This is an optimization exercise on Yosys and OpenROAD, whose aim is small area and a short achievable clock period, not a production implementation. At most, simulation tests tie the RTL to the original design; equivalence was not proved. Power is estimated from default activity; no workload was simulated.

== wip/indigo ==
// fp16
module fp16(
	input clk_50,reset_50,
	input [15:0] x_50,y_50,
	output [15:0] m_50,a_50
	);
==> flow/config.mk <==
export PLATFORM = sky130hd
export DESIGN_NAME = fp16
export DESIGN_NICKNAME = fp16
export VERILOG_FILES = /design/flow/design.v
export SDC_FILE = /design/flow/constraint.sdc
export NUM_CORES = 4
export LEC_CHECK = 0
export CAP_MARGIN = 20
export CORE_MARGIN = 2
export CORE_UTILIZATION = 40
export CTS_BUF_LIST = sky130_fd_sc_hd__clkbuf_4 sky130_fd_sc_hd__clkbuf_8
export PLACE_DENSITY = 0.6
export SETUP_SLACK_MARGIN = 2.7
export SLEW_MARGIN = 20
export SYNTH_HIERARCHICAL = 1
export SYNTH_MINIMUM_KEEP_SIZE = 0
==> flow/constraint.sdc <==
create_clock -name core_clock -period 6.0 [get_ports {clk_50}]
set_input_delay 1.2000 -clock core_clock [delete_from_list [all_inputs] [get_ports {clk_50}]]
set_output_delay 1.2000 -clock core_clock [all_outputs]
set_load 0.01 [all_outputs]
standard.sh (not shown) runs the stock make flow with config.mk's settings and CLKGATE_MAP_FILE= SYNTH_SCRIPT=/design/flow/synth_recipe.tcl, a recipe that flattens the netlist after the stock synthesis.
==> flow/flow/run.sh <==
#!/bin/bash
set -e
export BUFFER_PORTS_ARGS="-buffer_cell sky130_fd_sc_hd__buf_1"
export CTS_ARGS="-sink_clustering_enable -repair_clock_nets -dont_use_dummy_load -buf_list {sky130_fd_sc_hd__clkbuf_4 sky130_fd_sc_hd__clkbuf_8}"
bash standard.sh > standard.log 2>&1
For wip/nickel, these inputs were changed with respect to wip/indigo:
- a change of SETUP_SLACK_MARGIN from 2.7 to 2.5
--- a/flow/flow/run.sh
+++ b/flow/flow/run.sh
@@ -4,0 +5 @@
+export RECOVER_POWER=50
Results
wip/nickel: maximum fanout along the worst path is 4 higher than what wip/indigo reported.
What wip/nickel reported for final area has to be multiplied by 1.06 to get the figure for wip/indigo.
On fraction of layout cells with a size suffix above 1: between wip/indigo and wip/nickel, it ends up lower for wip/nickel.
Summary of wip/nickel over wip/indigo: clock power has remained practically unchanged, transition time of the tightest slew-check pin has increased.
wip/indigo → wip/nickel: setup slack of the critical path after layout lower, sequential power lower, met3 track demand over resource in global routing lower.
### wip/nickel -> wip/delta
--- a/flow/flow/run.sh
+++ b/flow/flow/run.sh
@@ -5 +4,0 @@
-export RECOVER_POWER=50
Results
- Per the final summary, wip/nickel finished and its layout is clean on timing, DRC and antenna.
- wip/delta: done, clean on timing, DRC and antenna
- In wip/delta the area growth from synthesis to layout turned out 0.64 points higher than in wip/nickel.
- Relative to wip/nickel, number of vias per cell has gone up in wip/delta.
- NOTE: routed length on met2 in wip/delta falls short of that of wip/nickel
- In the metrics for wip/nickel and wip/delta, the one carrying the lower fraction of area in registers is wip/delta.
- From wip/nickel to wip/delta the numbers moved as follows: wire length after detailed routing closely matched the old numbers, final worst-path cycle share decreased by 5.6 points relative to the old numbers, detailed placer's ending HPWL closely matched the old numbers, worst setup slack increased by 0.33 ns relative to the old numbers.
- wip/delta packs its core tighter than wip/nickel.
No run of this note included a check of the RTL's function; only the layout flow was run.


Setup of rev 12:
Another version of the RTL of fp16 (not shown whole).
For scale: roughly 80 flip-flops.
Settings: LEC_CHECK=0, CAP_MARGIN=20, CORE_MARGIN=2, CORE_UTILIZATION=40, CTS_BUF_LIST=sky130_fd_sc_hd__clkbuf_4 sky130_fd_sc_hd__clkbuf_8, PLACE_DENSITY=0.6, SETUP_SLACK_MARGIN=2.5, SLEW_MARGIN=20, SYNTH_HIERARCHICAL=1, SYNTH_MINIMUM_KEEP_SIZE=0; clock period 6.0 ns.
==> flow/flow/run.sh <==
#!/bin/bash
set -e
export BUFFER_PORTS_ARGS="-buffer_cell sky130_fd_sc_hd__buf_1"
bash standard.sh > standard.log 2>&1
Modified inputs, rev 13 compared to rev 12
- a change of SETUP_SLACK_MARGIN from 2.5 to 1.5
Results
Relative to rev 12, tightest slew margin relative to the limit has gone up in rev 13. Relative area of non-clock buffer cells in the final design: rev 13 vs rev 12 down 3.0 points. Compared with rev 12, rev 13 shows a power that is about 12% lower. Relative to rev 12, the final design area excluding fillers of rev 13 is lower by 6.2%. Taking rev 12 over rev 13, the non-clock buffer count ratio works out to 1.4. Any difference in total inserted antenna cells between rev 12 and rev 13 is small enough to ignore. Total routed wire length on the met1 layer for rev 13: about 2.8% down relative to rev 12.


Another version of the RTL of fp16 (not shown whole).
For scale: roughly 520 cells after synthesis, roughly 66 I/O pins, roughly 5400 um2 of cells after synthesis.
export LEC_CHECK = 0
export CAP_MARGIN = 20
export CORE_MARGIN = 2
export CORE_UTILIZATION = 40
export CTS_BUF_LIST = sky130_fd_sc_hd__clkbuf_4 sky130_fd_sc_hd__clkbuf_8
export PLACE_DENSITY = 0.6
export SETUP_SLACK_MARGIN = 2.5
export SLEW_MARGIN = 20
export SYNTH_HIERARCHICAL = 1
export SYNTH_MINIMUM_KEEP_SIZE = 0
create_clock -name core_clock -period 6.0 [get_ports {clk_50}]
==> flow/flow/run.sh <==
#!/bin/bash
set -e
export BUFFER_PORTS_ARGS="-buffer_cell sky130_fd_sc_hd__buf_1"
export CTS_ARGS="-sink_clustering_enable -repair_clock_nets -dont_use_dummy_load -buf_list {sky130_fd_sc_hd__clkbuf_4 sky130_fd_sc_hd__clkbuf_8}"
export RECOVER_POWER=70
bash standard.sh > standard.log 2>&1
==> next run, changes <==
==> flow/flow/run.sh (replaced) <==
#!/bin/bash
set -e
export BUFFER_PORTS_ARGS="-buffer_cell sky130_fd_sc_hd__buf_1"
export CTS_ARGS="-sink_clustering_enable -repair_clock_nets -dont_use_dummy_load -buf_list {sky130_fd_sc_hd__clkbuf_4 sky130_fd_sc_hd__clkbuf_8}"
export RECOVER_POWER=50
bash standard.sh synth > synth.log 2>&1
openroad -no_init -exit flow/downsize.tcl > downsize.log 2>&1
bash standard.sh > standard.log 2>&1
==> flow/flow/downsize.tcl (new file) <==
# Swap a21oi_2 instances of the synthesized netlist for a21oi_1.
set f orfs/results/sky130hd/fp16/base/1_synth.odb
read_db $f
set db [ord::get_db]
set small [$db findMaster sky130_fd_sc_hd__a21oi_1]
set n 0
foreach inst [[ord::get_db_block] getInsts] {
  if {[[$inst getMaster] getName] eq "sky130_fd_sc_hd__a21oi_2"} {
    $inst swapMaster $small
    incr n
  }
}
puts "swapped $n a21oi_2 to a21oi_1"
write_db $f
Outcome: The changed run finished with timing, DRC and antenna clean; power came out lower by 2.3%; utilization falls by 0.26 points; area after synthesis came out lower by 1.2%; routed wire length rose by 0.56%; clock skew went up by 8.6 ps; clock power rises by about 2%; maximum frequency climbs by 6.9%.
==> next run, changes <==
==> flow/flow/run.sh (replaced) <==
#!/bin/bash
set -e
export BUFFER_PORTS_ARGS="-buffer_cell sky130_fd_sc_hd__buf_1"
export CTS_ARGS="-sink_clustering_enable -repair_clock_nets -dont_use_dummy_load -sink_clustering_size 30 -sink_clustering_max_diameter 80 -buf_list {sky130_fd_sc_hd__clkbuf_4 sky130_fd_sc_hd__clkbuf_8}"
export RECOVER_POWER=50
bash standard.sh > standard.log 2>&1
removed: flow/flow/downsize.tcl
Clock skew decreases by 8.3 ps.
Critical path depth went up by 2.
Global-route usage came out lower by 0.17 points.
Die area grows by 1.2%.
==> next run, changes <==
==> flow/flow/run.sh (replaced) <==
#!/bin/bash
set -e
export BUFFER_PORTS_ARGS="-buffer_cell sky130_fd_sc_hd__buf_1"
export CTS_ARGS="-sink_clustering_enable -repair_clock_nets -dont_use_dummy_load -buf_list {sky130_fd_sc_hd__clkbuf_4 sky130_fd_sc_hd__clkbuf_8}"
bash standard.sh > standard.log 2>&1
ABC_AREA = 1   (was default)
The changed run finished clean.
Total power is about the same.
Final area increases by about 9%.
Critical path depth is lower by 2.
Clock power went up by about 5%.
Sequential power drops by about 0.6%.
Die area is higher by 11%.
Fmax barely changes.
==> next run, changes <==
==> flow/flow/run.sh (replaced) <==
#!/bin/bash
set -e
export BUFFER_PORTS_ARGS="-buffer_cell sky130_fd_sc_hd__buf_1"
export CTS_ARGS="-sink_clustering_enable -repair_clock_nets -dont_use_dummy_load -buf_list {sky130_fd_sc_hd__clkbuf_4}"
export RECOVER_POWER=50
bash standard.sh > standard.log 2>&1
ABC_AREA = default   (was 1)
Count of clock-buffer cells in the layout stays the same.
Power is lower by a few percent.
Utilization is higher by 0.13 points.
Worst setup slack is worse by 34 ps.
Final cell count is lower by a quarter to a third.
Area after synthesis is lower by roughly a tenth.
Sequential cell count stays the same.
Final area is lower by roughly a tenth.
==> next run, changes <==
==> flow/flow/run.sh (replaced) <==
#!/bin/bash
set -e
export BUFFER_PORTS_ARGS="-buffer_cell sky130_fd_sc_hd__buf_1"
export CTS_ARGS="-sink_clustering_enable -repair_clock_nets -dont_use_dummy_load -buf_list {sky130_fd_sc_hd__clkbuf_4 sky130_fd_sc_hd__clkbuf_8}"
export RECOVER_POWER=50
bash standard.sh > standard.log 2>&1
ABC_AREA = 1   (was default)
Result:
- worst setup slack got worse by 630 ps
- combinational power decreases by about 3%
- clock power went up by 41%
- power increases by 2.0%
- register-to-register slack barely changes
- clock skew went down by 26 ps
- routed wire length rose by about 7.5%
- design area is higher by 9.8%
- sequential share of layout area went down by 2.6 points
- die area rises by about 11%
- synthesized cell count climbs by 46%

## static timing again, ports no longer ideal
Ports are ideal in the flow. The routed layouts listed here were re-timed in OpenROAD.
Step 1, drivers: a clkbuf_16 drives clk_50 and a buf_2 each remaining input, both assumed.
Step 2, shift: input delay + t, output delay - t, t = (earliest + latest rising clock arrival at the registers) / 2. This alone moves slack from input paths to output paths.
Slacks: ideal ports / drivers / drivers and shift; pairs: ideal ports / drivers.
| run | t (ns) | setup WS [ns] | worst setup path after step 2 | slew at the worst register clock pin (ns) |
|---|---|---|---|---|
| wip/indigo | 0.362 | 2.759 / 2.729 / 2.801 | register to register | 0.07 / 0.07 |
| wip/nickel | 0.351 | 2.277 / 2.248 / 2.599 | register to output | 0.08 / 0.08 |
| wip/delta | 0.351 | 2.611 / 2.596 / 2.611 | register to register | 0.08 / 0.08 |
| rev 12 | 0.393 | 2.211 / 2.180 / 2.573 | register to output | 0.10 / 0.10 |
| rev 13 | 0.394 | 1.773 / 1.741 / 2.135 | register to output | 0.09 / 0.09 |
| the first run of note 3 | 0.358 | 1.989 / 1.962 / 2.320 | register to output | 0.07 / 0.07 |
| the second run of note 3 | 0.370 | 2.247 / 2.218 / 2.588 | register to output | 0.10 / 0.10 |
| the third run of note 3 | 0.358 | 2.629 / 2.629 / 2.629 | register to register | 0.08 / 0.08 |
| the fourth run of note 3 | 0.389 | 2.620 / 2.620 / 2.620 | register to register | 0.08 / 0.08 |
| the fifth run of note 3 | 0.419 | 2.586 / 2.559 / 2.611 | register to register | 0.11 / 0.11 |
| the sixth run of note 3 | 0.390 | 1.953 / 1.919 / 2.308 | register to output | 0.08 / 0.08 |
After both steps setup and hold are still met in every run listed.
